Source: an optimization exercise on an open RTL-to-GDS flow (aim: small area, a short achievable clock period and few clock cycles per item). Production flows keep margins and buffers that such runs may drop. Function was checked by simulation only, so behaviour that the tests miss may differ from the original. No activity file was given, so power comes from the tool's default toggle rates.

===== design/flow/design.v =====
`timescale 1ns / 1ps
module fa3 (input a, b, c, output s, co);
assign s  = a ^ b ^ c;
assign co = (a & b) | (a & c) | (b & c);
endmodule
module ha2 (input a, b, output s, co);
assign s  = a ^ b;
assign co = a & b;
endmodule
module fa3f (input a, b, c, output s, co);
wire t;
xr2 u_ab (.a(a), .b(b), .y(t));
xr2 u_s (.a(t), .b(c), .y(s));
assign co = (a & b) | (a & c) | (b & c);
endmodule
module xr2 (input a, b, output y);
assign y = a ^ b;
endmodule
module xn2 (input a, b, output y);
assign y = ~(a ^ b);
endmodule
`timescale 1ns / 1ps
`timescale 1ns / 1ps
`timescale 1ns / 1ps
module systolic_array_controller (
	input clk,
	input rst_n,
	input [3:0] a11, a12, a21, a22,
	input [3:0] b11, b12, b21, b22,
	input in_valid,
	output logic [8:0] c11, c12, c21, c22,
	output logic out_valid
);
logic v_q;
always_ff @(posedge clk or negedge rst_n) begin
	if (~rst_n) {out_valid, v_q} <= 2'b00;
	else        {out_valid, v_q} <= {v_q, in_valid};
end
wire [14:0] c11_m; logic [14:0] c11_q;
assign c11_m[0] = ~(a11[0] & b11[0]);
assign c11_m[1] = ~(a12[0] & b21[0]);
assign c11_m[2] = ~(a12[1] & b21[0]);
wire c11_k0, c11_s1, c11_k1, c11_s2, c11_k2, c11_k3, c11_s4, c11_k4, c11_s5, c11_k5, c11_s6, c11_k6, c11_s7, c11_k7, c11_s9, c11_k9, c11_s10, c11_k10, c11_k11, c11_s13, c11_k13, c11_s14;
fa3f c11_u0 (.a(~(a11[0] & b11[1])), .b(~(a11[1] & b11[0])), .c(~(a12[0] & b21[1])), .s(c11_m[3]), .co(c11_k0));
fa3f c11_u1 (.a(~(a11[0] & b11[2])), .b(~(a11[1] & b11[1])), .c(~(a11[2] & b11[0])), .s(c11_s1), .co(c11_k1));
fa3f c11_u2 (.a(~(a12[0] & b21[2])), .b(~(a12[1] & b21[1])), .c(~(a12[2] & b21[0])), .s(c11_s2), .co(c11_k2));
fa3f c11_u3 (.a(c11_k0), .b(c11_s1), .c(c11_s2), .s(c11_m[4]), .co(c11_k3));
fa3f c11_u4 (.a(~(a11[0] & b11[3])), .b(~(a11[1] & b11[2])), .c(~(a11[2] & b11[1])), .s(c11_s4), .co(c11_k4));
fa3f c11_u5 (.a(~(a11[3] & b11[0])), .b(~(a12[0] & b21[3])), .c(~(a12[1] & b21[2])), .s(c11_s5), .co(c11_k5));
fa3f c11_u6 (.a(~(a12[2] & b21[1])), .b(~(a12[3] & b21[0])), .c(c11_k1), .s(c11_s6), .co(c11_k6));
fa3f c11_u7 (.a(c11_k2), .b(c11_s4), .c(c11_s5), .s(c11_s7), .co(c11_k7));
fa3f c11_u8 (.a(c11_k3), .b(c11_s6), .c(c11_s7), .s(c11_m[5]), .co(c11_m[7]));
fa3f c11_u9 (.a(~(a11[1] & b11[3])), .b(~(a11[2] & b11[2])), .c(~(a11[3] & b11[1])), .s(c11_s9), .co(c11_k9));
fa3f c11_u10 (.a(~(a12[1] & b21[3])), .b(~(a12[2] & b21[2])), .c(~(a12[3] & b21[1])), .s(c11_s10), .co(c11_k10));
fa3f c11_u11 (.a(c11_k4), .b(c11_k5), .c(c11_s9), .s(c11_m[6]), .co(c11_k11));
fa3f c11_u12 (.a(c11_s10), .b(c11_k6), .c(c11_k7), .s(c11_m[8]), .co(c11_m[9]));
fa3f c11_u13 (.a(~(a11[2] & b11[3])), .b(~(a11[3] & b11[2])), .c(~(a12[2] & b21[3])), .s(c11_s13), .co(c11_k13));
fa3f c11_u14 (.a(~(a12[3] & b21[2])), .b(c11_k9), .c(c11_k10), .s(c11_s14), .co(c11_m[11]));
fa3f c11_u15 (.a(c11_s13), .b(c11_k11), .c(c11_s14), .s(c11_m[10]), .co(c11_m[13]));
fa3f c11_u16 (.a(~(a11[3] & b11[3])), .b(~(a12[3] & b21[3])), .c(c11_k13), .s(c11_m[12]), .co(c11_m[14]));
wire c11_2s0, c11_2k0, c11_2s1, c11_2k1, c11_2s2, c11_2k2;
fa3 c11_2u0 (.a(c11_q[6]), .b(c11_q[7]), .c(c11_q[8]), .s(c11_2s0), .co(c11_2k0));
fa3 c11_2u1 (.a(1'b1), .b(c11_q[9]), .c(c11_q[10]), .s(c11_2s1), .co(c11_2k1));
fa3 c11_2u2 (.a(c11_q[11]), .b(c11_q[12]), .c(c11_q[13]), .s(c11_2s2), .co(c11_2k2));
wire [8:0] c11_d;
wire c11_ak0, c11_ap0, c11_ak1, c11_ap1, c11_ak5, c11_ap5, c11_ak6, c11_ap6, c11_ak7, c11_ap7, c11_aK0_1, c11_aP0_1, c11_aK0_2, c11_aP0_2, c11_aK0_3, c11_aP0_3, c11_aK0_4, c11_aP0_4, c11_aK0_5, c11_aP0_5, c11_aK0_6, c11_aP0_6, c11_aK0_7, c11_aP0_7, c11_aK0_8, c11_aP0_8, c11_aK0_9, c11_aP0_9, c11_aK1_2, c11_aP1_2, c11_aK1_3, c11_aP1_3, c11_aK1_4, c11_aP1_4, c11_aK1_5, c11_aP1_5, c11_aK1_6, c11_aP1_6, c11_aK1_7, c11_aP1_7, c11_aK1_8, c11_aP1_8, c11_aK1_9, c11_aP1_9, c11_aK2_4, c11_aP2_4, c11_aK2_5, c11_aP2_5, c11_aK2_6, c11_aP2_6, c11_aK2_7, c11_aP2_7, c11_aK2_8, c11_aP2_8, c11_aK2_9, c11_aP2_9, c11_aK3_8, c11_aP3_8, c11_aK3_9, c11_aP3_9;
ha2 c11_ah0 (.a(c11_q[0]), .b(c11_q[1]), .s(c11_ap0), .co(c11_ak0));
ha2 c11_ah1 (.a(c11_q[2]), .b(c11_q[3]), .s(c11_ap1), .co(c11_ak1));
ha2 c11_ah5 (.a(c11_2s1), .b(c11_2k0), .s(c11_ap5), .co(c11_ak5));
ha2 c11_ah6 (.a(c11_2s2), .b(c11_2k1), .s(c11_ap6), .co(c11_ak6));
ha2 c11_ah7 (.a(c11_q[14]), .b(c11_2k2), .s(c11_ap7), .co(c11_ak7));
assign c11_aK0_1 = c11_ak0 | (c11_ap0 & 1'b1);
assign c11_aP0_1 = c11_ap0 & 1'b0;
assign c11_aK0_2 = c11_ak1 | (c11_ap1 & c11_ak0);
assign c11_aP0_2 = c11_ap1 & c11_ap0;
assign c11_aK0_3 = c11_q[4] | (~c11_q[4] & c11_ak1);
assign c11_aP0_3 = ~c11_q[4] & c11_ap1;
assign c11_aK0_4 = c11_q[5] | (~c11_q[5] & c11_q[4]);
assign c11_aP0_4 = ~c11_q[5] & ~c11_q[4];
assign c11_aK0_5 = c11_2s0 | (~c11_2s0 & c11_q[5]);
assign c11_aP0_5 = ~c11_2s0 & ~c11_q[5];
assign c11_aK0_6 = c11_ak5 | (c11_ap5 & c11_2s0);
assign c11_aP0_6 = c11_ap5 & ~c11_2s0;
assign c11_aK0_7 = c11_ak6 | (c11_ap6 & c11_ak5);
assign c11_aP0_7 = c11_ap6 & c11_ap5;
assign c11_aK0_8 = c11_ak7 | (c11_ap7 & c11_ak6);
assign c11_aP0_8 = c11_ap7 & c11_ap6;
assign c11_aK0_9 = 1'b1 | (1'b0 & c11_ak7);
assign c11_aP0_9 = 1'b0 & c11_ap7;
assign c11_aK1_2 = c11_aK0_2 | (c11_aP0_2 & 1'b1);
assign c11_aP1_2 = c11_aP0_2 & 1'b0;
assign c11_aK1_3 = c11_aK0_3 | (c11_aP0_3 & c11_aK0_1);
assign c11_aP1_3 = c11_aP0_3 & c11_aP0_1;
assign c11_aK1_4 = c11_aK0_4 | (c11_aP0_4 & c11_aK0_2);
assign c11_aP1_4 = c11_aP0_4 & c11_aP0_2;
assign c11_aK1_5 = c11_aK0_5 | (c11_aP0_5 & c11_aK0_3);
assign c11_aP1_5 = c11_aP0_5 & c11_aP0_3;
assign c11_aK1_6 = c11_aK0_6 | (c11_aP0_6 & c11_aK0_4);
assign c11_aP1_6 = c11_aP0_6 & c11_aP0_4;
assign c11_aK1_7 = c11_aK0_7 | (c11_aP0_7 & c11_aK0_5);
assign c11_aP1_7 = c11_aP0_7 & c11_aP0_5;
assign c11_aK1_8 = c11_aK0_8 | (c11_aP0_8 & c11_aK0_6);
assign c11_aP1_8 = c11_aP0_8 & c11_aP0_6;
assign c11_aK1_9 = c11_aK0_9 | (c11_aP0_9 & c11_aK0_7);
assign c11_aP1_9 = c11_aP0_9 & c11_aP0_7;
assign c11_aK2_4 = c11_aK1_4 | (c11_aP1_4 & 1'b1);
assign c11_aP2_4 = c11_aP1_4 & 1'b0;
assign c11_aK2_5 = c11_aK1_5 | (c11_aP1_5 & c11_aK0_1);
assign c11_aP2_5 = c11_aP1_5 & c11_aP0_1;
assign c11_aK2_6 = c11_aK1_6 | (c11_aP1_6 & c11_aK1_2);
assign c11_aP2_6 = c11_aP1_6 & c11_aP1_2;
assign c11_aK2_7 = c11_aK1_7 | (c11_aP1_7 & c11_aK1_3);
assign c11_aP2_7 = c11_aP1_7 & c11_aP1_3;
assign c11_aK2_8 = c11_aK1_8 | (c11_aP1_8 & c11_aK1_4);
assign c11_aP2_8 = c11_aP1_8 & c11_aP1_4;
assign c11_aK2_9 = c11_aK1_9 | (c11_aP1_9 & c11_aK1_5);
assign c11_aP2_9 = c11_aP1_9 & c11_aP1_5;
assign c11_aK3_8 = c11_aK2_8 | (c11_aP2_8 & 1'b1);
assign c11_aP3_8 = c11_aP2_8 & 1'b0;
assign c11_aK3_9 = c11_aK2_9 | (c11_aP2_9 & c11_aK0_1);
assign c11_aP3_9 = c11_aP2_9 & c11_aP0_1;
assign c11_d[0] = ~(c11_ap0 ^ 1'b1);
assign c11_d[1] = ~(c11_ap1 ^ c11_aK0_1);
assign c11_d[2] = ~(~c11_q[4] ^ c11_aK1_2);
assign c11_d[3] = ~(~c11_q[5] ^ c11_aK1_3);
assign c11_d[4] = ~(~c11_2s0 ^ c11_aK2_4);
assign c11_d[5] = ~(c11_ap5 ^ c11_aK2_5);
assign c11_d[6] = ~(c11_ap6 ^ c11_aK2_6);
assign c11_d[7] = ~(c11_ap7 ^ c11_aK2_7);
assign c11_d[8] = ~(1'b0 ^ c11_aK3_8);
wire [14:0] c12_m; logic [14:0] c12_q;
assign c12_m[0] = ~(a11[0] & b12[0]);
assign c12_m[1] = ~(a12[0] & b22[0]);
assign c12_m[2] = ~(a12[1] & b22[0]);
wire c12_k0, c12_s1, c12_k1, c12_s2, c12_k2, c12_k3, c12_s4, c12_k4, c12_s5, c12_k5, c12_s6, c12_k6, c12_s7, c12_k7, c12_s9, c12_k9, c12_s10, c12_k10, c12_k11, c12_s13, c12_k13, c12_s14;
fa3f c12_u0 (.a(~(a11[0] & b12[1])), .b(~(a11[1] & b12[0])), .c(~(a12[0] & b22[1])), .s(c12_m[3]), .co(c12_k0));
fa3f c12_u1 (.a(~(a11[0] & b12[2])), .b(~(a11[1] & b12[1])), .c(~(a11[2] & b12[0])), .s(c12_s1), .co(c12_k1));
fa3f c12_u2 (.a(~(a12[0] & b22[2])), .b(~(a12[1] & b22[1])), .c(~(a12[2] & b22[0])), .s(c12_s2), .co(c12_k2));
fa3f c12_u3 (.a(c12_k0), .b(c12_s1), .c(c12_s2), .s(c12_m[4]), .co(c12_k3));
fa3f c12_u4 (.a(~(a11[0] & b12[3])), .b(~(a11[1] & b12[2])), .c(~(a11[2] & b12[1])), .s(c12_s4), .co(c12_k4));
fa3f c12_u5 (.a(~(a11[3] & b12[0])), .b(~(a12[0] & b22[3])), .c(~(a12[1] & b22[2])), .s(c12_s5), .co(c12_k5));
fa3f c12_u6 (.a(~(a12[2] & b22[1])), .b(~(a12[3] & b22[0])), .c(c12_k1), .s(c12_s6), .co(c12_k6));
fa3f c12_u7 (.a(c12_k2), .b(c12_s4), .c(c12_s5), .s(c12_s7), .co(c12_k7));
fa3f c12_u8 (.a(c12_k3), .b(c12_s6), .c(c12_s7), .s(c12_m[5]), .co(c12_m[7]));
fa3f c12_u9 (.a(~(a11[1] & b12[3])), .b(~(a11[2] & b12[2])), .c(~(a11[3] & b12[1])), .s(c12_s9), .co(c12_k9));
fa3f c12_u10 (.a(~(a12[1] & b22[3])), .b(~(a12[2] & b22[2])), .c(~(a12[3] & b22[1])), .s(c12_s10), .co(c12_k10));
fa3f c12_u11 (.a(c12_k4), .b(c12_k5), .c(c12_s9), .s(c12_m[6]), .co(c12_k11));
fa3f c12_u12 (.a(c12_s10), .b(c12_k6), .c(c12_k7), .s(c12_m[8]), .co(c12_m[9]));
fa3f c12_u13 (.a(~(a11[2] & b12[3])), .b(~(a11[3] & b12[2])), .c(~(a12[2] & b22[3])), .s(c12_s13), .co(c12_k13));
fa3f c12_u14 (.a(~(a12[3] & b22[2])), .b(c12_k9), .c(c12_k10), .s(c12_s14), .co(c12_m[11]));
fa3f c12_u15 (.a(c12_s13), .b(c12_k11), .c(c12_s14), .s(c12_m[10]), .co(c12_m[13]));
fa3f c12_u16 (.a(~(a11[3] & b12[3])), .b(~(a12[3] & b22[3])), .c(c12_k13), .s(c12_m[12]), .co(c12_m[14]));
wire c12_2s0, c12_2k0, c12_2s1, c12_2k1, c12_2s2, c12_2k2;
fa3 c12_2u0 (.a(c12_q[6]), .b(c12_q[7]), .c(c12_q[8]), .s(c12_2s0), .co(c12_2k0));
fa3 c12_2u1 (.a(1'b1), .b(c12_q[9]), .c(c12_q[10]), .s(c12_2s1), .co(c12_2k1));
fa3 c12_2u2 (.a(c12_q[11]), .b(c12_q[12]), .c(c12_q[13]), .s(c12_2s2), .co(c12_2k2));
wire [8:0] c12_d;
wire c12_ak0, c12_ap0, c12_ak1, c12_ap1, c12_ak5, c12_ap5, c12_ak6, c12_ap6, c12_ak7, c12_ap7, c12_aK0_1, c12_aP0_1, c12_aK0_2, c12_aP0_2, c12_aK0_3, c12_aP0_3, c12_aK0_4, c12_aP0_4, c12_aK0_5, c12_aP0_5, c12_aK0_6, c12_aP0_6, c12_aK0_7, c12_aP0_7, c12_aK0_8, c12_aP0_8, c12_aK0_9, c12_aP0_9, c12_aK1_2, c12_aP1_2, c12_aK1_3, c12_aP1_3, c12_aK1_4, c12_aP1_4, c12_aK1_5, c12_aP1_5, c12_aK1_6, c12_aP1_6, c12_aK1_7, c12_aP1_7, c12_aK1_8, c12_aP1_8, c12_aK1_9, c12_aP1_9, c12_aK2_4, c12_aP2_4, c12_aK2_5, c12_aP2_5, c12_aK2_6, c12_aP2_6, c12_aK2_7, c12_aP2_7, c12_aK2_8, c12_aP2_8, c12_aK2_9, c12_aP2_9, c12_aK3_8, c12_aP3_8, c12_aK3_9, c12_aP3_9;
ha2 c12_ah0 (.a(c12_q[0]), .b(c12_q[1]), .s(c12_ap0), .co(c12_ak0));
ha2 c12_ah1 (.a(c12_q[2]), .b(c12_q[3]), .s(c12_ap1), .co(c12_ak1));
ha2 c12_ah5 (.a(c12_2s1), .b(c12_2k0), .s(c12_ap5), .co(c12_ak5));
ha2 c12_ah6 (.a(c12_2s2), .b(c12_2k1), .s(c12_ap6), .co(c12_ak6));
ha2 c12_ah7 (.a(c12_q[14]), .b(c12_2k2), .s(c12_ap7), .co(c12_ak7));
assign c12_aK0_1 = c12_ak0 | (c12_ap0 & 1'b1);
assign c12_aP0_1 = c12_ap0 & 1'b0;
assign c12_aK0_2 = c12_ak1 | (c12_ap1 & c12_ak0);
assign c12_aP0_2 = c12_ap1 & c12_ap0;
assign c12_aK0_3 = c12_q[4] | (~c12_q[4] & c12_ak1);
assign c12_aP0_3 = ~c12_q[4] & c12_ap1;
assign c12_aK0_4 = c12_q[5] | (~c12_q[5] & c12_q[4]);
assign c12_aP0_4 = ~c12_q[5] & ~c12_q[4];
assign c12_aK0_5 = c12_2s0 | (~c12_2s0 & c12_q[5]);
assign c12_aP0_5 = ~c12_2s0 & ~c12_q[5];
assign c12_aK0_6 = c12_ak5 | (c12_ap5 & c12_2s0);
assign c12_aP0_6 = c12_ap5 & ~c12_2s0;
assign c12_aK0_7 = c12_ak6 | (c12_ap6 & c12_ak5);
assign c12_aP0_7 = c12_ap6 & c12_ap5;
assign c12_aK0_8 = c12_ak7 | (c12_ap7 & c12_ak6);
assign c12_aP0_8 = c12_ap7 & c12_ap6;
assign c12_aK0_9 = 1'b1 | (1'b0 & c12_ak7);
assign c12_aP0_9 = 1'b0 & c12_ap7;
assign c12_aK1_2 = c12_aK0_2 | (c12_aP0_2 & 1'b1);
assign c12_aP1_2 = c12_aP0_2 & 1'b0;
assign c12_aK1_3 = c12_aK0_3 | (c12_aP0_3 & c12_aK0_1);
assign c12_aP1_3 = c12_aP0_3 & c12_aP0_1;
assign c12_aK1_4 = c12_aK0_4 | (c12_aP0_4 & c12_aK0_2);
assign c12_aP1_4 = c12_aP0_4 & c12_aP0_2;
assign c12_aK1_5 = c12_aK0_5 | (c12_aP0_5 & c12_aK0_3);
assign c12_aP1_5 = c12_aP0_5 & c12_aP0_3;
assign c12_aK1_6 = c12_aK0_6 | (c12_aP0_6 & c12_aK0_4);
assign c12_aP1_6 = c12_aP0_6 & c12_aP0_4;
assign c12_aK1_7 = c12_aK0_7 | (c12_aP0_7 & c12_aK0_5);
assign c12_aP1_7 = c12_aP0_7 & c12_aP0_5;
assign c12_aK1_8 = c12_aK0_8 | (c12_aP0_8 & c12_aK0_6);
assign c12_aP1_8 = c12_aP0_8 & c12_aP0_6;
assign c12_aK1_9 = c12_aK0_9 | (c12_aP0_9 & c12_aK0_7);
assign c12_aP1_9 = c12_aP0_9 & c12_aP0_7;
assign c12_aK2_4 = c12_aK1_4 | (c12_aP1_4 & 1'b1);
assign c12_aP2_4 = c12_aP1_4 & 1'b0;
assign c12_aK2_5 = c12_aK1_5 | (c12_aP1_5 & c12_aK0_1);
assign c12_aP2_5 = c12_aP1_5 & c12_aP0_1;
assign c12_aK2_6 = c12_aK1_6 | (c12_aP1_6 & c12_aK1_2);
assign c12_aP2_6 = c12_aP1_6 & c12_aP1_2;
assign c12_aK2_7 = c12_aK1_7 | (c12_aP1_7 & c12_aK1_3);
assign c12_aP2_7 = c12_aP1_7 & c12_aP1_3;
assign c12_aK2_8 = c12_aK1_8 | (c12_aP1_8 & c12_aK1_4);
assign c12_aP2_8 = c12_aP1_8 & c12_aP1_4;
assign c12_aK2_9 = c12_aK1_9 | (c12_aP1_9 & c12_aK1_5);
assign c12_aP2_9 = c12_aP1_9 & c12_aP1_5;
assign c12_aK3_8 = c12_aK2_8 | (c12_aP2_8 & 1'b1);
assign c12_aP3_8 = c12_aP2_8 & 1'b0;
assign c12_aK3_9 = c12_aK2_9 | (c12_aP2_9 & c12_aK0_1);
assign c12_aP3_9 = c12_aP2_9 & c12_aP0_1;
assign c12_d[0] = ~(c12_ap0 ^ 1'b1);
assign c12_d[1] = ~(c12_ap1 ^ c12_aK0_1);
assign c12_d[2] = ~(~c12_q[4] ^ c12_aK1_2);
assign c12_d[3] = ~(~c12_q[5] ^ c12_aK1_3);
assign c12_d[4] = ~(~c12_2s0 ^ c12_aK2_4);
assign c12_d[5] = ~(c12_ap5 ^ c12_aK2_5);
assign c12_d[6] = ~(c12_ap6 ^ c12_aK2_6);
assign c12_d[7] = ~(c12_ap7 ^ c12_aK2_7);
assign c12_d[8] = ~(1'b0 ^ c12_aK3_8);
wire [14:0] c21_m; logic [14:0] c21_q;
assign c21_m[0] = ~(a21[0] & b11[0]);
assign c21_m[1] = ~(a22[0] & b21[0]);
assign c21_m[2] = ~(a22[1] & b21[0]);
wire c21_k0, c21_s1, c21_k1, c21_s2, c21_k2, c21_k3, c21_s4, c21_k4, c21_s5, c21_k5, c21_s6, c21_k6, c21_s7, c21_k7, c21_s9, c21_k9, c21_s10, c21_k10, c21_k11, c21_s13, c21_k13, c21_s14;
fa3f c21_u0 (.a(~(a21[0] & b11[1])), .b(~(a21[1] & b11[0])), .c(~(a22[0] & b21[1])), .s(c21_m[3]), .co(c21_k0));
fa3f c21_u1 (.a(~(a21[0] & b11[2])), .b(~(a21[1] & b11[1])), .c(~(a21[2] & b11[0])), .s(c21_s1), .co(c21_k1));
fa3f c21_u2 (.a(~(a22[0] & b21[2])), .b(~(a22[1] & b21[1])), .c(~(a22[2] & b21[0])), .s(c21_s2), .co(c21_k2));
fa3f c21_u3 (.a(c21_k0), .b(c21_s1), .c(c21_s2), .s(c21_m[4]), .co(c21_k3));
fa3f c21_u4 (.a(~(a21[0] & b11[3])), .b(~(a21[1] & b11[2])), .c(~(a21[2] & b11[1])), .s(c21_s4), .co(c21_k4));
fa3f c21_u5 (.a(~(a21[3] & b11[0])), .b(~(a22[0] & b21[3])), .c(~(a22[1] & b21[2])), .s(c21_s5), .co(c21_k5));
fa3f c21_u6 (.a(~(a22[2] & b21[1])), .b(~(a22[3] & b21[0])), .c(c21_k1), .s(c21_s6), .co(c21_k6));
fa3f c21_u7 (.a(c21_k2), .b(c21_s4), .c(c21_s5), .s(c21_s7), .co(c21_k7));
fa3f c21_u8 (.a(c21_k3), .b(c21_s6), .c(c21_s7), .s(c21_m[5]), .co(c21_m[7]));
fa3f c21_u9 (.a(~(a21[1] & b11[3])), .b(~(a21[2] & b11[2])), .c(~(a21[3] & b11[1])), .s(c21_s9), .co(c21_k9));
fa3f c21_u10 (.a(~(a22[1] & b21[3])), .b(~(a22[2] & b21[2])), .c(~(a22[3] & b21[1])), .s(c21_s10), .co(c21_k10));
fa3f c21_u11 (.a(c21_k4), .b(c21_k5), .c(c21_s9), .s(c21_m[6]), .co(c21_k11));
fa3f c21_u12 (.a(c21_s10), .b(c21_k6), .c(c21_k7), .s(c21_m[8]), .co(c21_m[9]));
fa3f c21_u13 (.a(~(a21[2] & b11[3])), .b(~(a21[3] & b11[2])), .c(~(a22[2] & b21[3])), .s(c21_s13), .co(c21_k13));
fa3f c21_u14 (.a(~(a22[3] & b21[2])), .b(c21_k9), .c(c21_k10), .s(c21_s14), .co(c21_m[11]));
fa3f c21_u15 (.a(c21_s13), .b(c21_k11), .c(c21_s14), .s(c21_m[10]), .co(c21_m[13]));
fa3f c21_u16 (.a(~(a21[3] & b11[3])), .b(~(a22[3] & b21[3])), .c(c21_k13), .s(c21_m[12]), .co(c21_m[14]));
wire c21_2s0, c21_2k0, c21_2s1, c21_2k1, c21_2s2, c21_2k2;
fa3 c21_2u0 (.a(c21_q[6]), .b(c21_q[7]), .c(c21_q[8]), .s(c21_2s0), .co(c21_2k0));
fa3 c21_2u1 (.a(1'b1), .b(c21_q[9]), .c(c21_q[10]), .s(c21_2s1), .co(c21_2k1));
fa3 c21_2u2 (.a(c21_q[11]), .b(c21_q[12]), .c(c21_q[13]), .s(c21_2s2), .co(c21_2k2));
wire [8:0] c21_d;
wire c21_ak0, c21_ap0, c21_ak1, c21_ap1, c21_ak5, c21_ap5, c21_ak6, c21_ap6, c21_ak7, c21_ap7, c21_aK0_1, c21_aP0_1, c21_aK0_2, c21_aP0_2, c21_aK0_3, c21_aP0_3, c21_aK0_4, c21_aP0_4, c21_aK0_5, c21_aP0_5, c21_aK0_6, c21_aP0_6, c21_aK0_7, c21_aP0_7, c21_aK0_8, c21_aP0_8, c21_aK0_9, c21_aP0_9, c21_aK1_2, c21_aP1_2, c21_aK1_3, c21_aP1_3, c21_aK1_4, c21_aP1_4, c21_aK1_5, c21_aP1_5, c21_aK1_6, c21_aP1_6, c21_aK1_7, c21_aP1_7, c21_aK1_8, c21_aP1_8, c21_aK1_9, c21_aP1_9, c21_aK2_4, c21_aP2_4, c21_aK2_5, c21_aP2_5, c21_aK2_6, c21_aP2_6, c21_aK2_7, c21_aP2_7, c21_aK2_8, c21_aP2_8, c21_aK2_9, c21_aP2_9, c21_aK3_8, c21_aP3_8, c21_aK3_9, c21_aP3_9;
ha2 c21_ah0 (.a(c21_q[0]), .b(c21_q[1]), .s(c21_ap0), .co(c21_ak0));
ha2 c21_ah1 (.a(c21_q[2]), .b(c21_q[3]), .s(c21_ap1), .co(c21_ak1));
ha2 c21_ah5 (.a(c21_2s1), .b(c21_2k0), .s(c21_ap5), .co(c21_ak5));
ha2 c21_ah6 (.a(c21_2s2), .b(c21_2k1), .s(c21_ap6), .co(c21_ak6));
ha2 c21_ah7 (.a(c21_q[14]), .b(c21_2k2), .s(c21_ap7), .co(c21_ak7));
assign c21_aK0_1 = c21_ak0 | (c21_ap0 & 1'b1);
assign c21_aP0_1 = c21_ap0 & 1'b0;
assign c21_aK0_2 = c21_ak1 | (c21_ap1 & c21_ak0);
assign c21_aP0_2 = c21_ap1 & c21_ap0;
assign c21_aK0_3 = c21_q[4] | (~c21_q[4] & c21_ak1);
assign c21_aP0_3 = ~c21_q[4] & c21_ap1;
assign c21_aK0_4 = c21_q[5] | (~c21_q[5] & c21_q[4]);
assign c21_aP0_4 = ~c21_q[5] & ~c21_q[4];
assign c21_aK0_5 = c21_2s0 | (~c21_2s0 & c21_q[5]);
assign c21_aP0_5 = ~c21_2s0 & ~c21_q[5];
assign c21_aK0_6 = c21_ak5 | (c21_ap5 & c21_2s0);
assign c21_aP0_6 = c21_ap5 & ~c21_2s0;
assign c21_aK0_7 = c21_ak6 | (c21_ap6 & c21_ak5);
assign c21_aP0_7 = c21_ap6 & c21_ap5;
assign c21_aK0_8 = c21_ak7 | (c21_ap7 & c21_ak6);
assign c21_aP0_8 = c21_ap7 & c21_ap6;
assign c21_aK0_9 = 1'b1 | (1'b0 & c21_ak7);
assign c21_aP0_9 = 1'b0 & c21_ap7;
assign c21_aK1_2 = c21_aK0_2 | (c21_aP0_2 & 1'b1);
assign c21_aP1_2 = c21_aP0_2 & 1'b0;
assign c21_aK1_3 = c21_aK0_3 | (c21_aP0_3 & c21_aK0_1);
assign c21_aP1_3 = c21_aP0_3 & c21_aP0_1;
assign c21_aK1_4 = c21_aK0_4 | (c21_aP0_4 & c21_aK0_2);
assign c21_aP1_4 = c21_aP0_4 & c21_aP0_2;
assign c21_aK1_5 = c21_aK0_5 | (c21_aP0_5 & c21_aK0_3);
assign c21_aP1_5 = c21_aP0_5 & c21_aP0_3;
assign c21_aK1_6 = c21_aK0_6 | (c21_aP0_6 & c21_aK0_4);
assign c21_aP1_6 = c21_aP0_6 & c21_aP0_4;
assign c21_aK1_7 = c21_aK0_7 | (c21_aP0_7 & c21_aK0_5);
assign c21_aP1_7 = c21_aP0_7 & c21_aP0_5;
assign c21_aK1_8 = c21_aK0_8 | (c21_aP0_8 & c21_aK0_6);
assign c21_aP1_8 = c21_aP0_8 & c21_aP0_6;
assign c21_aK1_9 = c21_aK0_9 | (c21_aP0_9 & c21_aK0_7);
assign c21_aP1_9 = c21_aP0_9 & c21_aP0_7;
assign c21_aK2_4 = c21_aK1_4 | (c21_aP1_4 & 1'b1);
assign c21_aP2_4 = c21_aP1_4 & 1'b0;
assign c21_aK2_5 = c21_aK1_5 | (c21_aP1_5 & c21_aK0_1);
assign c21_aP2_5 = c21_aP1_5 & c21_aP0_1;
assign c21_aK2_6 = c21_aK1_6 | (c21_aP1_6 & c21_aK1_2);
assign c21_aP2_6 = c21_aP1_6 & c21_aP1_2;
assign c21_aK2_7 = c21_aK1_7 | (c21_aP1_7 & c21_aK1_3);
assign c21_aP2_7 = c21_aP1_7 & c21_aP1_3;
assign c21_aK2_8 = c21_aK1_8 | (c21_aP1_8 & c21_aK1_4);
assign c21_aP2_8 = c21_aP1_8 & c21_aP1_4;
assign c21_aK2_9 = c21_aK1_9 | (c21_aP1_9 & c21_aK1_5);
assign c21_aP2_9 = c21_aP1_9 & c21_aP1_5;
assign c21_aK3_8 = c21_aK2_8 | (c21_aP2_8 & 1'b1);
assign c21_aP3_8 = c21_aP2_8 & 1'b0;
assign c21_aK3_9 = c21_aK2_9 | (c21_aP2_9 & c21_aK0_1);
assign c21_aP3_9 = c21_aP2_9 & c21_aP0_1;
assign c21_d[0] = ~(c21_ap0 ^ 1'b1);
assign c21_d[1] = ~(c21_ap1 ^ c21_aK0_1);
assign c21_d[2] = ~(~c21_q[4] ^ c21_aK1_2);
assign c21_d[3] = ~(~c21_q[5] ^ c21_aK1_3);
assign c21_d[4] = ~(~c21_2s0 ^ c21_aK2_4);
assign c21_d[5] = ~(c21_ap5 ^ c21_aK2_5);
assign c21_d[6] = ~(c21_ap6 ^ c21_aK2_6);
assign c21_d[7] = ~(c21_ap7 ^ c21_aK2_7);
assign c21_d[8] = ~(1'b0 ^ c21_aK3_8);
wire [14:0] c22_m; logic [14:0] c22_q;
assign c22_m[0] = ~(a21[0] & b12[0]);
assign c22_m[1] = ~(a22[0] & b22[0]);
assign c22_m[2] = ~(a22[1] & b22[0]);
wire c22_k0, c22_s1, c22_k1, c22_s2, c22_k2, c22_k3, c22_s4, c22_k4, c22_s5, c22_k5, c22_s6, c22_k6, c22_s7, c22_k7, c22_s9, c22_k9, c22_s10, c22_k10, c22_k11, c22_s13, c22_k13, c22_s14;
fa3f c22_u0 (.a(~(a21[0] & b12[1])), .b(~(a21[1] & b12[0])), .c(~(a22[0] & b22[1])), .s(c22_m[3]), .co(c22_k0));
fa3f c22_u1 (.a(~(a21[0] & b12[2])), .b(~(a21[1] & b12[1])), .c(~(a21[2] & b12[0])), .s(c22_s1), .co(c22_k1));
fa3f c22_u2 (.a(~(a22[0] & b22[2])), .b(~(a22[1] & b22[1])), .c(~(a22[2] & b22[0])), .s(c22_s2), .co(c22_k2));
fa3f c22_u3 (.a(c22_k0), .b(c22_s1), .c(c22_s2), .s(c22_m[4]), .co(c22_k3));
fa3f c22_u4 (.a(~(a21[0] & b12[3])), .b(~(a21[1] & b12[2])), .c(~(a21[2] & b12[1])), .s(c22_s4), .co(c22_k4));
fa3f c22_u5 (.a(~(a21[3] & b12[0])), .b(~(a22[0] & b22[3])), .c(~(a22[1] & b22[2])), .s(c22_s5), .co(c22_k5));
fa3f c22_u6 (.a(~(a22[2] & b22[1])), .b(~(a22[3] & b22[0])), .c(c22_k1), .s(c22_s6), .co(c22_k6));
fa3f c22_u7 (.a(c22_k2), .b(c22_s4), .c(c22_s5), .s(c22_s7), .co(c22_k7));
fa3f c22_u8 (.a(c22_k3), .b(c22_s6), .c(c22_s7), .s(c22_m[5]), .co(c22_m[7]));
fa3f c22_u9 (.a(~(a21[1] & b12[3])), .b(~(a21[2] & b12[2])), .c(~(a21[3] & b12[1])), .s(c22_s9), .co(c22_k9));
fa3f c22_u10 (.a(~(a22[1] & b22[3])), .b(~(a22[2] & b22[2])), .c(~(a22[3] & b22[1])), .s(c22_s10), .co(c22_k10));
fa3f c22_u11 (.a(c22_k4), .b(c22_k5), .c(c22_s9), .s(c22_m[6]), .co(c22_k11));
fa3f c22_u12 (.a(c22_s10), .b(c22_k6), .c(c22_k7), .s(c22_m[8]), .co(c22_m[9]));
fa3f c22_u13 (.a(~(a21[2] & b12[3])), .b(~(a21[3] & b12[2])), .c(~(a22[2] & b22[3])), .s(c22_s13), .co(c22_k13));
fa3f c22_u14 (.a(~(a22[3] & b22[2])), .b(c22_k9), .c(c22_k10), .s(c22_s14), .co(c22_m[11]));
fa3f c22_u15 (.a(c22_s13), .b(c22_k11), .c(c22_s14), .s(c22_m[10]), .co(c22_m[13]));
fa3f c22_u16 (.a(~(a21[3] & b12[3])), .b(~(a22[3] & b22[3])), .c(c22_k13), .s(c22_m[12]), .co(c22_m[14]));
wire c22_2s0, c22_2k0, c22_2s1, c22_2k1, c22_2s2, c22_2k2;
fa3 c22_2u0 (.a(c22_q[6]), .b(c22_q[7]), .c(c22_q[8]), .s(c22_2s0), .co(c22_2k0));
fa3 c22_2u1 (.a(1'b1), .b(c22_q[9]), .c(c22_q[10]), .s(c22_2s1), .co(c22_2k1));
fa3 c22_2u2 (.a(c22_q[11]), .b(c22_q[12]), .c(c22_q[13]), .s(c22_2s2), .co(c22_2k2));
wire [8:0] c22_d;
wire c22_ak0, c22_ap0, c22_ak1, c22_ap1, c22_ak5, c22_ap5, c22_ak6, c22_ap6, c22_ak7, c22_ap7, c22_aK0_1, c22_aP0_1, c22_aK0_2, c22_aP0_2, c22_aK0_3, c22_aP0_3, c22_aK0_4, c22_aP0_4, c22_aK0_5, c22_aP0_5, c22_aK0_6, c22_aP0_6, c22_aK0_7, c22_aP0_7, c22_aK0_8, c22_aP0_8, c22_aK0_9, c22_aP0_9, c22_aK1_2, c22_aP1_2, c22_aK1_3, c22_aP1_3, c22_aK1_4, c22_aP1_4, c22_aK1_5, c22_aP1_5, c22_aK1_6, c22_aP1_6, c22_aK1_7, c22_aP1_7, c22_aK1_8, c22_aP1_8, c22_aK1_9, c22_aP1_9, c22_aK2_4, c22_aP2_4, c22_aK2_5, c22_aP2_5, c22_aK2_6, c22_aP2_6, c22_aK2_7, c22_aP2_7, c22_aK2_8, c22_aP2_8, c22_aK2_9, c22_aP2_9, c22_aK3_8, c22_aP3_8, c22_aK3_9, c22_aP3_9;
ha2 c22_ah0 (.a(c22_q[0]), .b(c22_q[1]), .s(c22_ap0), .co(c22_ak0));
ha2 c22_ah1 (.a(c22_q[2]), .b(c22_q[3]), .s(c22_ap1), .co(c22_ak1));
ha2 c22_ah5 (.a(c22_2s1), .b(c22_2k0), .s(c22_ap5), .co(c22_ak5));
ha2 c22_ah6 (.a(c22_2s2), .b(c22_2k1), .s(c22_ap6), .co(c22_ak6));
ha2 c22_ah7 (.a(c22_q[14]), .b(c22_2k2), .s(c22_ap7), .co(c22_ak7));
assign c22_aK0_1 = c22_ak0 | (c22_ap0 & 1'b1);
assign c22_aP0_1 = c22_ap0 & 1'b0;
assign c22_aK0_2 = c22_ak1 | (c22_ap1 & c22_ak0);
assign c22_aP0_2 = c22_ap1 & c22_ap0;
assign c22_aK0_3 = c22_q[4] | (~c22_q[4] & c22_ak1);
assign c22_aP0_3 = ~c22_q[4] & c22_ap1;
assign c22_aK0_4 = c22_q[5] | (~c22_q[5] & c22_q[4]);
assign c22_aP0_4 = ~c22_q[5] & ~c22_q[4];
assign c22_aK0_5 = c22_2s0 | (~c22_2s0 & c22_q[5]);
assign c22_aP0_5 = ~c22_2s0 & ~c22_q[5];
assign c22_aK0_6 = c22_ak5 | (c22_ap5 & c22_2s0);
assign c22_aP0_6 = c22_ap5 & ~c22_2s0;
assign c22_aK0_7 = c22_ak6 | (c22_ap6 & c22_ak5);
assign c22_aP0_7 = c22_ap6 & c22_ap5;
assign c22_aK0_8 = c22_ak7 | (c22_ap7 & c22_ak6);
assign c22_aP0_8 = c22_ap7 & c22_ap6;
assign c22_aK0_9 = 1'b1 | (1'b0 & c22_ak7);
assign c22_aP0_9 = 1'b0 & c22_ap7;
assign c22_aK1_2 = c22_aK0_2 | (c22_aP0_2 & 1'b1);
assign c22_aP1_2 = c22_aP0_2 & 1'b0;
assign c22_aK1_3 = c22_aK0_3 | (c22_aP0_3 & c22_aK0_1);
assign c22_aP1_3 = c22_aP0_3 & c22_aP0_1;
assign c22_aK1_4 = c22_aK0_4 | (c22_aP0_4 & c22_aK0_2);
assign c22_aP1_4 = c22_aP0_4 & c22_aP0_2;
assign c22_aK1_5 = c22_aK0_5 | (c22_aP0_5 & c22_aK0_3);
assign c22_aP1_5 = c22_aP0_5 & c22_aP0_3;
assign c22_aK1_6 = c22_aK0_6 | (c22_aP0_6 & c22_aK0_4);
assign c22_aP1_6 = c22_aP0_6 & c22_aP0_4;
assign c22_aK1_7 = c22_aK0_7 | (c22_aP0_7 & c22_aK0_5);
assign c22_aP1_7 = c22_aP0_7 & c22_aP0_5;
assign c22_aK1_8 = c22_aK0_8 | (c22_aP0_8 & c22_aK0_6);
assign c22_aP1_8 = c22_aP0_8 & c22_aP0_6;
assign c22_aK1_9 = c22_aK0_9 | (c22_aP0_9 & c22_aK0_7);
assign c22_aP1_9 = c22_aP0_9 & c22_aP0_7;
assign c22_aK2_4 = c22_aK1_4 | (c22_aP1_4 & 1'b1);
assign c22_aP2_4 = c22_aP1_4 & 1'b0;
assign c22_aK2_5 = c22_aK1_5 | (c22_aP1_5 & c22_aK0_1);
assign c22_aP2_5 = c22_aP1_5 & c22_aP0_1;
assign c22_aK2_6 = c22_aK1_6 | (c22_aP1_6 & c22_aK1_2);
assign c22_aP2_6 = c22_aP1_6 & c22_aP1_2;
assign c22_aK2_7 = c22_aK1_7 | (c22_aP1_7 & c22_aK1_3);
assign c22_aP2_7 = c22_aP1_7 & c22_aP1_3;
assign c22_aK2_8 = c22_aK1_8 | (c22_aP1_8 & c22_aK1_4);
assign c22_aP2_8 = c22_aP1_8 & c22_aP1_4;
assign c22_aK2_9 = c22_aK1_9 | (c22_aP1_9 & c22_aK1_5);
assign c22_aP2_9 = c22_aP1_9 & c22_aP1_5;
assign c22_aK3_8 = c22_aK2_8 | (c22_aP2_8 & 1'b1);
assign c22_aP3_8 = c22_aP2_8 & 1'b0;
assign c22_aK3_9 = c22_aK2_9 | (c22_aP2_9 & c22_aK0_1);
assign c22_aP3_9 = c22_aP2_9 & c22_aP0_1;
assign c22_d[0] = ~(c22_ap0 ^ 1'b1);
assign c22_d[1] = ~(c22_ap1 ^ c22_aK0_1);
assign c22_d[2] = ~(~c22_q[4] ^ c22_aK1_2);
assign c22_d[3] = ~(~c22_q[5] ^ c22_aK1_3);
assign c22_d[4] = ~(~c22_2s0 ^ c22_aK2_4);
assign c22_d[5] = ~(c22_ap5 ^ c22_aK2_5);
assign c22_d[6] = ~(c22_ap6 ^ c22_aK2_6);
assign c22_d[7] = ~(c22_ap7 ^ c22_aK2_7);
assign c22_d[8] = ~(1'b0 ^ c22_aK3_8);
always_ff @(posedge clk) begin
	c11_q <= c11_m;
	c11 <= c11_d;
	c12_q <= c12_m;
	c12 <= c12_d;
	c21_q <= c21_m;
	c21 <= c21_d;
	c22_q <= c22_m;
	c22 <= c22_d;
end
endmodule

===== design/flow/flow/run.sh =====
#!/bin/bash
# Own layout flow: the standard layout (standard.sh), with smaller port
# buffers than the resizer's default choice: sky130_fd_sc_hd__buf_4 on the inputs
# (each drives eight gates) and, through flow/ports.tcl after global placement,
# sky130_fd_sc_hd__buf_1 on the outputs; and a clock tree of smaller buffers.
# make's full output (yosys, openroad, ...) goes to make_finish.log here; ORFS
# keeps each step's own log under orfs/logs/.
set -euo pipefail
export BUFFER_PORTS_ARGS="-buffer_cell sky130_fd_sc_hd__buf_4"
export POST_GLOBAL_PLACE_TCL="$PWD/flow/ports.tcl"
# clock tree: sky130_fd_sc_hd__clkbuf_8 at the root, sky130_fd_sc_hd__clkbuf_4 below,
# with the leaf clusters kept small enough for the clock-pin slew limit
export CTS_ARGS="-sink_clustering_enable -repair_clock_nets -root_buf sky130_fd_sc_hd__clkbuf_8 -buf_list sky130_fd_sc_hd__clkbuf_4 -sink_buffer_max_cap_derate 0.5"
bash standard.sh finish > make_finish.log 2>&1

===== design/flow/flow/ports.tcl =====
# Runs after global placement (POST_GLOBAL_PLACE_TCL).  buffer_ports gave every
# port a sky130_fd_sc_hd__buf_4; the output ports' buffers only drive the pin
# load, so they become sky130_fd_sc_hd__buf_1 (detailed placement legalizes).
set n 0
foreach inst [[ord::get_db_block] getInsts] {
  if {[string match "output*" [$inst getName]] && [[$inst getMaster] getName] eq "sky130_fd_sc_hd__buf_4"} {
    replace_cell [$inst getName] sky130_fd_sc_hd__buf_1
    incr n
  }
}
puts "ports.tcl: $n output buffers are now sky130_fd_sc_hd__buf_1"

===== design/flow/standard.sh =====
#!/bin/bash
# synth_recipe.tcl (not shown) runs the flow's synth.tcl, then flattens the netlist and writes it again
# the make line also repeats each setting of config.mk as NAME=value (left out here)
make -C /OpenROAD-flow-scripts/flow DESIGN_CONFIG=/design/flow/config.mk WORK_HOME=/design/flow/orfs CLKGATE_MAP_FILE= SYNTH_SCRIPT=/design/flow/synth_recipe.tcl "${@:-finish}"

===== design/flow/config.mk =====
export PLATFORM = sky130hd
export DESIGN_NAME = systolic_array_controller
export DESIGN_NICKNAME = systolic_array_controller
export VERILOG_FILES = /design/flow/design.v
export SDC_FILE = /design/flow/constraint.sdc
export NUM_CORES = 4
export LEC_CHECK = 0
export CAP_MARGIN = 20
export CORE_MARGIN = 2
export CORE_UTILIZATION = 65
export CTS_BUF_LIST = sky130_fd_sc_hd__clkbuf_8
export SLEW_MARGIN = 20
export SYNTH_HIERARCHICAL = 1
export SYNTH_MINIMUM_KEEP_SIZE = 0

===== design/flow/constraint.sdc =====
create_clock -name core_clock -period 5.0 [get_ports {clk}]
set_input_delay 1.0000 -clock core_clock [delete_from_list [all_inputs] [get_ports {clk}]]
set_output_delay 1.0000 -clock core_clock [all_outputs]
set_load 0.01 [all_outputs]

==> results of run 1 <==
## flip-flops by register name (all words and copies together), names as in the netlist, 9 cells and up
register and count:
c11 9, c11_q 15, c12 9, c12_q 15
c21 9, c21_q 15, c22 9, c22_q 15
## Yosys cell counts
| master | number | area [um2] |
|---|---|---|
| a21oi_1 | 4 | 20.02 |
| a311oi_2 | 4 | 60.06 |
| and2_1 | 4 | 25.02 |
| clkbuf_1 | 32 | 120.1 |
| conb_1 | 1 | 3.750 |
| dfrtp_1 | 2 | 50.05 |
| dfxtp_1 | 96 | 1922 |
| fa_1 | 12 | 240.2 |
| ha_1 | 20 | 250.2 |
| inv_1 | 4 | 15.01 |
| maj3_2 | 68 | 765.7 |
| nand2_1 | 136 | 510.5 |
| nor2_1 | 4 | 15.01 |
| nor3_1 | 4 | 20.02 |
| nor4_1 | 4 | 25.02 |
| nor4_2 | 4 | 50.05 |
| o21a_1 | 8 | 60.06 |
| o21ai_1 | 4 | 20.02 |
| o21ba_2 | 4 | 40.04 |
| or3_1 | 4 | 25.02 |
| xnor2_1 | 16 | 140.1 |
| xor2_1 | 140 | 1226 |
## cell families after synthesis
family	after synthesis	synth area share
other cells	1	0.0006691
compound gates	24	0.03572
buf+inv	36	0.02411
fa+ha+maj	100	0.2242
xor+xnor	156	0.2438
flops	98	0.3519
simple gates	160	0.1197
## through the flow
stage	setup WS, ps	power [W]	hold WS [ps]	util
6_report	2836	0.002754	371.5	0.7494
4_1_cts	2869	0.002774	374.3	0.7494
5_1_grt	2731	0.002948	378.0	0.7494
2_1_floorplan	2554	0.001986	331.2	-
3_5_place_dp	2512	0.002263	351.7	0.7255
3_3_place_gp	2577	0.002290	342.8	0.7422
## worst max path at each step
stage / startpoint / to / slack [ps]
floorplan: b11[2] / c21_q[7] / 2550
global placement: a21[0] / c22_q[7] / 2580
detailed placement: b22[1] / c12_q[5] / 2510
CTS: b22[2] / c12_q[5] / 2870
global route: b22[1] / c12_q[5] / 2730
finish: b22[2] / c12_q[5] / 2840
## critical path, cell delays in order
cell,delay [ps]
buf_4,150
nand2_1,110
xor2_1,190
xor2_1,290
maj3_2,310
xor2_1,230
xor2_1,170
## layout make-up
cell class                 instances  share of cell area
sequential                        98              0.3170
timing repair buffer              71             0.06337
clock inverter                     6             0.01086
inverter                           4            0.002414
tap                              105             0.02112
multi-input combinational        444              0.5641
clock buffer                      10             0.02112
## Yosys stat by module, one instance, submodules excluded
module | flip-flops and latches | times used
ha2 | 0 | 20
xr2 | 0 | 136
systolic_array_controller | 98 | 1
fa3 | 0 | 12
fa3f | 0 | 68
## power groups by stage
stage	clock network [W]	registers, W	logic, W
floorplan	0	0.00119	0.000794
global placement	0	0.00114	0.00115
detailed placement	0	0.00114	0.00112
CTS	0.000520	0.00113	0.00113
global route	0.000552	0.00115	0.00125
finish	0.000513	0.00112	0.00112
## layer usage
layer,wire length [um],global-route usage,vias to the layer above
li1,-,-,1964
met1,4609,0.3080,1923
met2,5405,0.4274,114
met3,566,0.04697,18
met4,210,0.08559,0
met5,0,0,-
==> out/summary.log, run 1 <==
INFO  run_status     status=timing/DRC/antenna clean
INFO  sta            final.setup.tns=0ps
INFO  layout         instances_no_fill=738
INFO  critical_path  critical_path.max_fanout=8
INFO  sta            report.final.slew_viol_count=0
INFO  logic_synthesis syn-cell-area=0.005604mm2
INFO  sta            timing.final.crit_share=0.4327
INFO  layout         insertedDiodeCount=0
INFO  sta            timing.fmax=0.4622GHz
INFO  critical_path  r2r_setup_slk=3100ps
INFO  cts            tritoncts=done
INFO  layout         area_taken_by_flip_flops_and_latches=0.001972mm2
INFO  cts            cts_resized=0
INFO  critical_path  critical_path.reg2reg.endpoint=c21[8]
INFO  floorplanning  die_w=96.86um
INFO  logic_synthesis synth_seq_area_share=0.3519
INFO  grt            global_route.usage.total=0.2470
INFO  layout         finalInstanceArea=0.006220mm2
INFO  layout         layout-drive-gt1-share=0.2054
INFO  cts            clkSinkCount=98
INFO  pwr            total_switching_power=0.0009781W
INFO  cts            clock_pin_transition_on_the_worst_setup_and_hold_timing_paths=100ps
INFO  flow_run       maxCapViolations=0
INFO  floorplanning  core_area=0.008299mm2
INFO  layout         layout_common_cells=xor2_1, nand2_1, dfxtp_1, maj3_2, buf_1
INFO  drt            antenna_violating_nets_post_route=0
INFO  min_path       min_delay_worst_endpoint=out_valid
INFO  critical_path  crit_type=in -> reg
INFO  logic_synthesis ys.warnings.count=7
INFO  layout         finish.net_count=695
INFO  critical_path  cp_data_arrival_time=2460ps
INFO  critical_path  endpoint_kind=register
INFO  cts            post_cts.repair.setup_buffers=0
INFO  drt            vias_per_inst=5.446
INFO  grt            vias_in_the_first_global_route=4,227
INFO  floorplanning  floorplan.initialDensity=0.6753
INFO  pwr            comb_power_share=0.406
INFO  cts            htree_num_levels=3
INFO  critical_path  critPathRequiredTime=5290ps
INFO  pwr            power_frac_seq=0.408
INFO  grt            grt_start_max_net_pins=18
INFO  min_path       holdPathStages=0
INFO  pwr            ir_drop=0.0003594V
INFO  grt            globalRoute.totalOverflow=0
INFO  layout         fillers=627
INFO  pwr            switching_share=0.3551
INFO  placement      dp.cells=722
INFO  pwr            p_per_area=442.9mW/mm2
INFO  pwr            p_leak=2.371nW
INFO  placement      hpwl=8729um
INFO  logic_synthesis synth_area_per_cell=9.746um2
INFO  logic_synthesis yosysUniqueCellTypes=22
INFO  drt            drt-initial-drc-count=108
INFO  floorplanning  height_of_the_die=96.86um
INFO  min_path       hold_class=reg -> reg
INFO  drt            route.final.wire_length=10,790um
INFO  cts            clkLatencyLatePin=360ps
INFO  layout         layout.cells.most_common=xor2_1
INFO  sta            finalClockSkew=13.70ps
INFO  sta            final_period_minus_worst_setup_slack=2164ps
INFO  pwr            power.clock.fraction=0.186
INFO  pwr            p_int=0.001776W
INFO  drt            drt_wl_cell=14.62um
INFO  floorplanning  die-area=0.009381mm2
INFO  critical_path  cp-start-kind=primary input
INFO  logic_synthesis synth_cells=575
INFO  cts            clock_path_buffers=2
INFO  min_path       min-delay-start=v_q
INFO  drt            drt_drc_violations_left=0
INFO  critical_path  rr_worst_depth=5
INFO  placement      placed_area=0.006021mm2
INFO  grt            grt_antenna_before_repair=0
INFO  logic_synthesis yosys_register_bits=98
INFO  layout         area_growth_syn_to_layout=10.98%
INFO  placement      placement.io_buffers=71
INFO  grt            grt_first_pass_wirelength=18,910um
INFO  sta            timing.final.setup_violations=0
INFO  critical_path  r2r-start=c21_q[11]
INFO  sta            finalHoldViolCount=0
INFO  drt            number_of_iterations_in_the_first_detailed_routing_pass=4
INFO  cts            cts_root_buffer=clkbuf_8
INFO  floorplanning  fp-row-count=33
INFO  sta            unrepaired_setup_endpoints_after_global_routing=no
INFO  cts            cts-hold-fix-buffers=0
INFO  layout         multi_input_area=0.003508mm2
INFO  cts            cts_inserted_buffers=9
INFO  drt            route.vias.total=4,019
INFO  floorplanning  io_pins=72
Testbench counts, summed over its fixed seeds: cycles 1,216, items 1,200.
==> run 2: changes to the inputs <==
==> design/flow/flow/run.sh (replaced) <==
#!/bin/bash
# Own layout flow: the standard layout (standard.sh), with smaller port
# buffers than the resizer's default choice: sky130_fd_sc_hd__buf_4 on the inputs
# (each drives eight gates) and, through flow/ports.tcl after global placement,
# sky130_fd_sc_hd__buf_1 on the outputs.
# make's full output (yosys, openroad, ...) goes to make_finish.log here; ORFS
# keeps each step's own log under orfs/logs/.
set -euo pipefail
export BUFFER_PORTS_ARGS="-buffer_cell sky130_fd_sc_hd__buf_4"
export POST_GLOBAL_PLACE_TCL="$PWD/flow/ports.tcl"
bash standard.sh finish > make_finish.log 2>&1
--- a/design/flow/config.mk
+++ b/design/flow/config.mk
@@ -9,3 +9,3 @@
 export CORE_MARGIN = 2
-export CORE_UTILIZATION = 65
+export CORE_UTILIZATION = 75
 export CTS_BUF_LIST = sky130_fd_sc_hd__clkbuf_8
==> run 2 against run 1 <==
Effect of this change:
- sequential power barely moved
- combinational power about the same
- sequential cell count did not move
- clock-buffer cell count is 1 lower
- critical path type unchanged
- largest power group is now combinational logic
==> out/summary.log, run 2 <==
INFO  run_status     status=timing/DRC/antenna clean [unchanged]
INFO  sta            final.setup.worst_slack=2831ps [was 2836 ps]
INFO  min_path       hold_class=reg -> reg [unchanged]
INFO  grt            grt_start_max_net_pins=19 [was 18]
INFO  cts            clock_pin_transition_on_the_worst_setup_and_hold_timing_paths=100ps [about the same]
INFO  logic_synthesis synth_seq_area_share=0.3519 [unchanged]
INFO  layout         finish.net_count=695 [unchanged]
INFO  cts            post_cts.repair.setup_buffers=0 [unchanged]
INFO  critical_path  cp_data_arrival_time=2470ps [was 2460 ps]
INFO  critical_path  crit_type=in -> reg [unchanged]
INFO  floorplanning  die-area=0.008179mm2 [was 0.009381 mm2]
INFO  layout         layout.cells.most_common=xor2_1 [unchanged]
INFO  logic_synthesis netlist.area_leader.share=0.3429 [unchanged]
INFO  pwr            design_power_total=0.002790W [was 0.002754 W]
INFO  placement      placement.io_buffers=71 [unchanged]
INFO  sta            report.final.slew_viol_count=0 [unchanged]
INFO  critical_path  r2r-start=c22_q[11] [was c21_q[11]]
INFO  sta            finalClockSkew=11.17ps [was 13.70 ps]
INFO  min_path       min-delay-start=v_q [unchanged]
INFO  placement      dpl_worst_slack=2477ps [was 2512 ps]
INFO  floorplanning  height_of_the_die=90.44um [was 96.86 um]
INFO  min_path       min_delay_worst_endpoint=out_valid [unchanged]
INFO  sta            timing.final.crit_share=0.4337 [was 0.4327]
INFO  logic_synthesis synth_enable_flop_cells=0 [unchanged]
INFO  grt            global_route.usage.total=0.3020 [was 0.2470]
INFO  drt            route.vias.total=4,097 [was 4,019]
INFO  cts            htree_num_levels=3 [unchanged]
INFO  grt            globalRoute.totalOverflow=0 [unchanged]
INFO  floorplanning  io_pins=72 [unchanged]
INFO  logic_synthesis synth_common_cells=xor2_1, nand2_1, dfxtp_1 [unchanged]
INFO  pwr            ir_drop=0.0003878V [was 0.0003594 V]
INFO  sta            timing.final.setup_violations=0 [unchanged]
INFO  cts            tritoncts=done [unchanged]
INFO  flow_run       maxCapViolations=0 [unchanged]
INFO  critical_path  critPathRequiredTime=5300ps [was 5290 ps]
INFO  layout         area_growth_syn_to_layout=10.90% [was 10.98%]
INFO  drt            vias_per_inst=5.597 [was 5.446]
INFO  layout         layout_common_cells=xor2_1, nand2_1, dfxtp_1, maj3_2, buf_1 [unchanged]
INFO  drt            number_of_iterations_in_the_first_detailed_routing_pass=5 [was 4]
INFO  drt            drt_drc_violations_left=0 [unchanged]
INFO  logic_synthesis ys.flop_type=dfxtp_1 [unchanged]
INFO  logic_synthesis synth_area_per_cell=9.746um2 [unchanged]
INFO  drt            drt_wl_cell=15.95um [was 14.62 um]
INFO  sta            final.setup.tns=0ps [unchanged]
INFO  critical_path  cp-start-kind=primary input [unchanged]
INFO  pwr            p_per_area=449.0mW/mm2 [was 442.9 mW/mm2]
INFO  pwr            p_leak=2.374nW [was 2.371 nW]
INFO  drt            drt-initial-drc-count=227 [was 108]
INFO  cts            cts_inserted_buffers=9 [unchanged]
INFO  cts            clkSinkCount=98 [unchanged]
INFO  critical_path  endpoint_kind=register [unchanged]
INFO  placement      hpwl=9080um [was 8729 um]
INFO  critical_path  rr_worst_depth=5 [unchanged]
INFO  grt            vias_in_the_first_global_route=4,332 [was 4,227]
INFO  cts            cts-hold-fix-buffers=0 [unchanged]
INFO  floorplanning  floorplan.initialDensity=0.7726 [was 0.6753]
INFO  floorplanning  core_area=0.007253mm2 [was 0.008299 mm2]
INFO  critical_path  critical_path.startpoint=b11[3] [was b22[2]]
INFO  cts            cts_resized=0 [unchanged]
INFO  sta            worst_hold_slack=381.1ps [was 371.5 ps]
INFO  layout         insertedDiodeCount=0 [unchanged]
INFO  logic_synthesis post-synth-top-count-cell=xor2_1 [unchanged]
INFO  cts            clock_path_buffers=2 [unchanged]
INFO  sta            timing.fmax=0.4611GHz [was 0.4622 GHz]
INFO  logic_synthesis synth_area_leader_cell=dfxtp_1 [unchanged]
INFO  cts            cts_root_buffer=clkbuf_8 [unchanged]
INFO  sta            final_period_minus_worst_setup_slack=2169ps [was 2164 ps]
INFO  logic_synthesis yosysUniqueCellTypes=22 [unchanged]
INFO  logic_synthesis yosys_register_bits=98 [unchanged]
INFO  critical_path  critical_path.reg2reg.endpoint=c22[7] [was c21[8]]
INFO  logic_synthesis synth_cells=575 [unchanged]
INFO  logic_synthesis synth.top_cells.by_area=dfxtp_1, xor2_1, maj3_2 [unchanged]
INFO  floorplanning  fp-row-count=31 [was 33]
INFO  drt            route.final.wire_length=11,680um [was 10,790 um]
INFO  grt            grt_first_pass_wirelength=19,890um [was 18,910 um]
INFO  layout         fillers=420 [was 627]
INFO  grt            grt_antenna_before_repair=0 [unchanged]
INFO  floorplanning  die_w=90.44um [was 96.86 um]
INFO  sta            finalHoldViolCount=0 [unchanged]
INFO  logic_synthesis syn-cell-area=0.005604mm2 [unchanged]
INFO  sta            unrepaired_setup_endpoints_after_global_routing=no [unchanged]
INFO  cts            clkLatencyLatePin=360ps [about the same]
INFO  min_path       holdPathStages=0 [unchanged]
INFO  layout         layout-drive-gt1-share=0.2038 [was 0.2054]
INFO  critical_path  r2r_setup_slk=3080ps [was 3100 ps]
INFO  critical_path  critical_path.max_fanout=8 [unchanged]
INFO  logic_synthesis async_flop_share=0.02041 [unchanged]
INFO  logic_synthesis ys.warnings.count=7 [unchanged]
INFO  drt            antenna_violating_nets_post_route=0 [unchanged]
run 2: area by class of cell:
| cell class | instances | area (um2) | share of cell area |
|---|---|---|---|
| Sequential cell | 98 | 1972 | 0.3173 |
| Timing Repair Buffer | 71 | 394.1 | 0.06342 |
| Clock inverter | 7 | 77.57 | 0.01248 |
| Clock buffer | 9 | 123.9 | 0.01993 |
| Tap cell | 99 | 123.9 | 0.01993 |
| Inverter | 4 | 15.01 | 0.002416 |
| Multi-Input combinational cell | 444 | 3508 | 0.5645 |
run 2: per-layer routing:
metal  GRT usage  vias up  wire length [um]
met3     0.05927       16               641
li1            -     1967                 -
met4     0.08718        0               157
met1      0.3550     1972              4832
met2      0.5570      142              6045
met5           0        -                 0
run 2: worst max path at each step:
stage | slack [ps] | cells past startpoint | endpoint
final | 2830 | 7 | c11_q[7]
after detailed placement | 2480 | 7 | c11_q[7]
after global routing | 2730 | 7 | c11_q[7]
after global placement | 2590 | 7 | c22_q[7]
after floorplan | 2550 | 7 | c21_q[7]
after CTS | 2840 | 7 | c11_q[7]
run 2: Yosys stat by module, one instance, submodules excluded:
module / area (um2) / times used / cells
fa3: 20.02 / 12 / 1
xr2: 8.758 / 136 / 1
systolic_array_controller: 3157 / 1 / 339
fa3f: 11.26 / 68 / 1
ha2: 12.51 / 20 / 1
run 2: critical path, cell delays in order:
cell and delay, ps:
buf_4 150, nand2_1 120, xor2_1 200, xor2_1 250
xor2_1 200, xor2_1 280, maj3_2 260
run 2: per-stage QoR:
stage          utilization  cell area [um2]  std cells
3_5_place_dp        0.8291             6013        716
5_1_grt             0.8568             6215        732
3_3_place_gp        0.8482             6152        716
6_report            0.8568             6215        732
4_1_cts             0.8568             6215        732
2_1_floorplan            -             5615        578
run 2: report_power, final:
group	total [W]	switching, W	internal [W]
registers	0.00113	0.000104	0.00102
logic	0.00114	0.000628	0.000514
clock network	0.000520	0.000284	0.000237
run 2: kinds of logic after synthesis:
logic type,synth area share
simple gates,0.1197
xor+xnor,0.2438
fa+ha+maj,0.2242
flops,0.3519
buf+inv,0.02411
compound gates,0.03572
other cells,0.0006691
==> run 3: changes to the inputs <==
--- a/design/flow/config.mk
+++ b/design/flow/config.mk
@@ -9,4 +9,5 @@
 export CORE_MARGIN = 2
-export CORE_UTILIZATION = 75
+export CORE_UTILIZATION = 65
 export CTS_BUF_LIST = sky130_fd_sc_hd__clkbuf_8
+export PLACE_DENSITY = 0.85
 export SLEW_MARGIN = 20
==> run 3 against run 2 <==
Effect of this change:
- critical path depth unchanged
- die area is 15% higher
- worst hold slack worse by 25 ps
- clock skew up 2.7 ps
- largest cell class unchanged
- via count fell by 2.8%
- combinational power hardly changed
- area after synthesis unchanged
- largest power group is now sequential cells
- design area about the same
- highest routed layer unchanged
- sequential power is essentially flat
==> out/summary.log, run 3 <==
INFO  grt            grt_antenna_before_repair=0 [unchanged]
INFO  drt            vias_per_inst=5.394 [was 5.597]
INFO  sta            finalHoldViolCount=0 [unchanged]
INFO  placement      dpl_worst_slack=2497ps [was 2477 ps]
INFO  layout         layout_common_cells=xor2_1, nand2_1, dfxtp_1, maj3_2, buf_1 [unchanged]
INFO  drt            number_of_iterations_in_the_first_detailed_routing_pass=4 [was 5]
INFO  layout         layout.cells.most_common=xor2_1 [unchanged]
INFO  drt            drt_wl_cell=15.70um [was 15.95 um]
INFO  logic_synthesis netlist.area_leader.share=0.3429 [unchanged]
INFO  cts            tritoncts=done [unchanged]
INFO  critical_path  r2r_setup_slk=2980ps [was 3080 ps]
INFO  run_status     status=timing/DRC/antenna clean [unchanged]
INFO  layout         area_growth_syn_to_layout=10.87% [was 10.90%]
INFO  cts            cts_resized=0 [unchanged]
INFO  critical_path  cp-start-kind=primary input [unchanged]
INFO  layout         layout-drive-gt1-share=0.2054 [was 0.2038]
INFO  sta            final_period_minus_worst_setup_slack=2264ps [was 2169 ps]
INFO  cts            cts_root_buffer=clkbuf_8 [unchanged]
INFO  logic_synthesis synth_cells=575 [unchanged]
INFO  sta            finalClockSkew=13.86ps [was 11.17 ps]
INFO  layout         instances_no_fill=738 [was 732]
INFO  sta            timing.fmax=0.4417GHz [was 0.4611 GHz]
INFO  layout         finish.net_count=695 [unchanged]
INFO  floorplanning  die_w=96.86um [was 90.44 um]
INFO  drt            antenna_violating_nets_post_route=0 [unchanged]
INFO  cts            clkSinkCount=98 [unchanged]
INFO  placement      placement.io_buffers=71 [unchanged]
INFO  pwr            design_power_total=0.002745W [was 0.002790 W]
INFO  drt            route.vias.total=3,981 [was 4,097]
INFO  critical_path  critical_path.max_fanout=8 [unchanged]
INFO  sta            final.setup.tns=0ps [unchanged]
INFO  logic_synthesis syn-cell-area=0.005604mm2 [unchanged]
INFO  critical_path  r2r-start=c21_q[11] [was c22_q[11]]
INFO  placement      hpwl=9051um [was 9080 um]
INFO  min_path       holdPathStages=0 [unchanged]
INFO  min_path       min_delay_worst_endpoint=out_valid [unchanged]
INFO  cts            clkLatencyLatePin=360ps [about the same]
INFO  drt            maxUsedRoutingLayer=met4 [unchanged]
INFO  critical_path  cp_data_arrival_time=2580ps [was 2470 ps]
INFO  logic_synthesis post-synth-top-count-cell=xor2_1 [unchanged]
INFO  logic_synthesis synth_enable_flop_cells=0 [unchanged]
INFO  cts            cts_inserted_buffers=9 [unchanged]
INFO  cts            post_cts.repair.setup_buffers=0 [unchanged]
INFO  critical_path  critPathRequiredTime=5310ps [was 5300 ps]
INFO  pwr            ir_drop=0.0003302V [was 0.0003878 V]
INFO  cts            cts-hold-fix-buffers=0 [unchanged]
INFO  logic_synthesis yosys_register_bits=98 [unchanged]
INFO  floorplanning  io_pins=72 [unchanged]
INFO  sta            timing.final.crit_share=0.4528 [was 0.4337]
INFO  pwr            switching_share=0.3653 [was 0.3641]
INFO  critical_path  critical_path.reg2reg.endpoint=c21[8] [was c22[7]]
INFO  logic_synthesis synth_seq_area_share=0.3519 [unchanged]
INFO  logic_synthesis synth.top_cells.by_area=dfxtp_1, xor2_1, maj3_2 [unchanged]
INFO  pwr            p_int=0.001742W [was 0.001774 W]
INFO  drt            drt-initial-drc-count=97 [was 227]
INFO  cts            htree_num_levels=3 [unchanged]
INFO  sta            unrepaired_setup_endpoints_after_global_routing=no [unchanged]
INFO  drt            dr_wl_met3=628um [was 641 um]
INFO  logic_synthesis ys.flop_type=dfxtp_1 [unchanged]
INFO  logic_synthesis async_flop_share=0.02041 [unchanged]
INFO  logic_synthesis yosysUniqueCellTypes=22 [unchanged]
INFO  logic_synthesis ys.warnings.count=7 [unchanged]
INFO  critical_path  crit_type=in -> reg [unchanged]
INFO  cts            clock_pin_transition_on_the_worst_setup_and_hold_timing_paths=100ps [about the same]
INFO  drt            met2_routed_wl=5742um [was 6045 um]
INFO  grt            grt_start_max_net_pins=19 [unchanged]
INFO  pwr            total_switching_power=0.001003W [was 0.001016 W]
INFO  sta            report.final.slew_viol_count=0 [unchanged]
INFO  critical_path  endpoint_kind=register [unchanged]
INFO  floorplanning  fp-row-count=33 [was 31]
INFO  logic_synthesis synth_area_per_cell=9.746um2 [unchanged]
[run 3: metal layers]
layer  vias to the layer above  track usage
li1                       1964            -
met4                         0      0.09534
met2                       128       0.4525
met3                        22      0.04118
met5                         -            0
met1                      1867       0.3068
[run 3: cells by family (layout without fill, tap and decap cells)]
kind of cell | count (synthesis) | in the layout | share of synthesized area
xor gates and xnor gates | 156 | 156 | 0.2438
and+or+nand+nor | 160 | 160 | 0.1197
DFF | 98 | 98 | 0.3519
other | 1 | 4 | 0.0006691
adders and majority gates | 100 | 100 | 0.2242
buffers and inverters | 36 | 91 | 0.02411
AOI/OAI and AO/OA | 24 | 24 | 0.03572
[run 3: area by class of cell]
cell class / instances / area [um2]
repair buffers: 71 / 394.1
fillers: 606 / 2086
clock inverters: 6 / 55.05
multi-input cells: 444 / 3508
flip-flops and latches: 98 / 1972
inverters: 4 / 15.01
clock buffers: 10 / 137.6
well taps: 105 / 131.4
[run 3: modules after synthesis, one instance, submodules excluded]
module / cell area (um2) / flip-flops and latches / times used / cells
fa3: 20.02 / 0 / 12 / 1
fa3f: 11.26 / 0 / 68 / 1
systolic_array_controller: 3157 / 98 / 1 / 339
xr2: 8.758 / 0 / 136 / 1
ha2: 12.51 / 0 / 20 / 1
[run 3: per-stage QoR]
stage | area, um2 | utilization | hold slack [ps]
floorplan | 5615 | - | 331.2
global placement | 6160 | 0.7422 | 343.6
detailed placement | 6021 | 0.7255 | 359.1
CTS | 6213 | 0.7487 | 366.9
global route | 6213 | 0.7487 | 372.3
finish | 6213 | 0.7487 | 356.5
[run 3: how the worst max path moves through the flow]
stage	end	cells past startpoint
after global routing	c12_q[7]	7
after global placement	c22_q[7]	7
after CTS	c12_q[7]	7
after floorplan	c21_q[7]	7
final	c12_q[7]	7
after detailed placement	c12_q[7]	7
[run 3: power groups by stage]
stage	combinational, W	clock, W	sequential (W)
after detailed placement	0.00112	0	0.00115
final	0.00112	0.000500	0.00113
after CTS	0.00113	0.000506	0.00113
after global placement	0.00116	0	0.00114
after global routing	0.00123	0.000541	0.00115
after floorplan	0.000794	0	0.00119
[run 3: worst max-delay path: stages]
cell     delay [ps]
buf_4           150
nand2_1         110
xor2_1          220
xor2_1          280
xor2_1          260
xor2_1          300
maj3_2          260
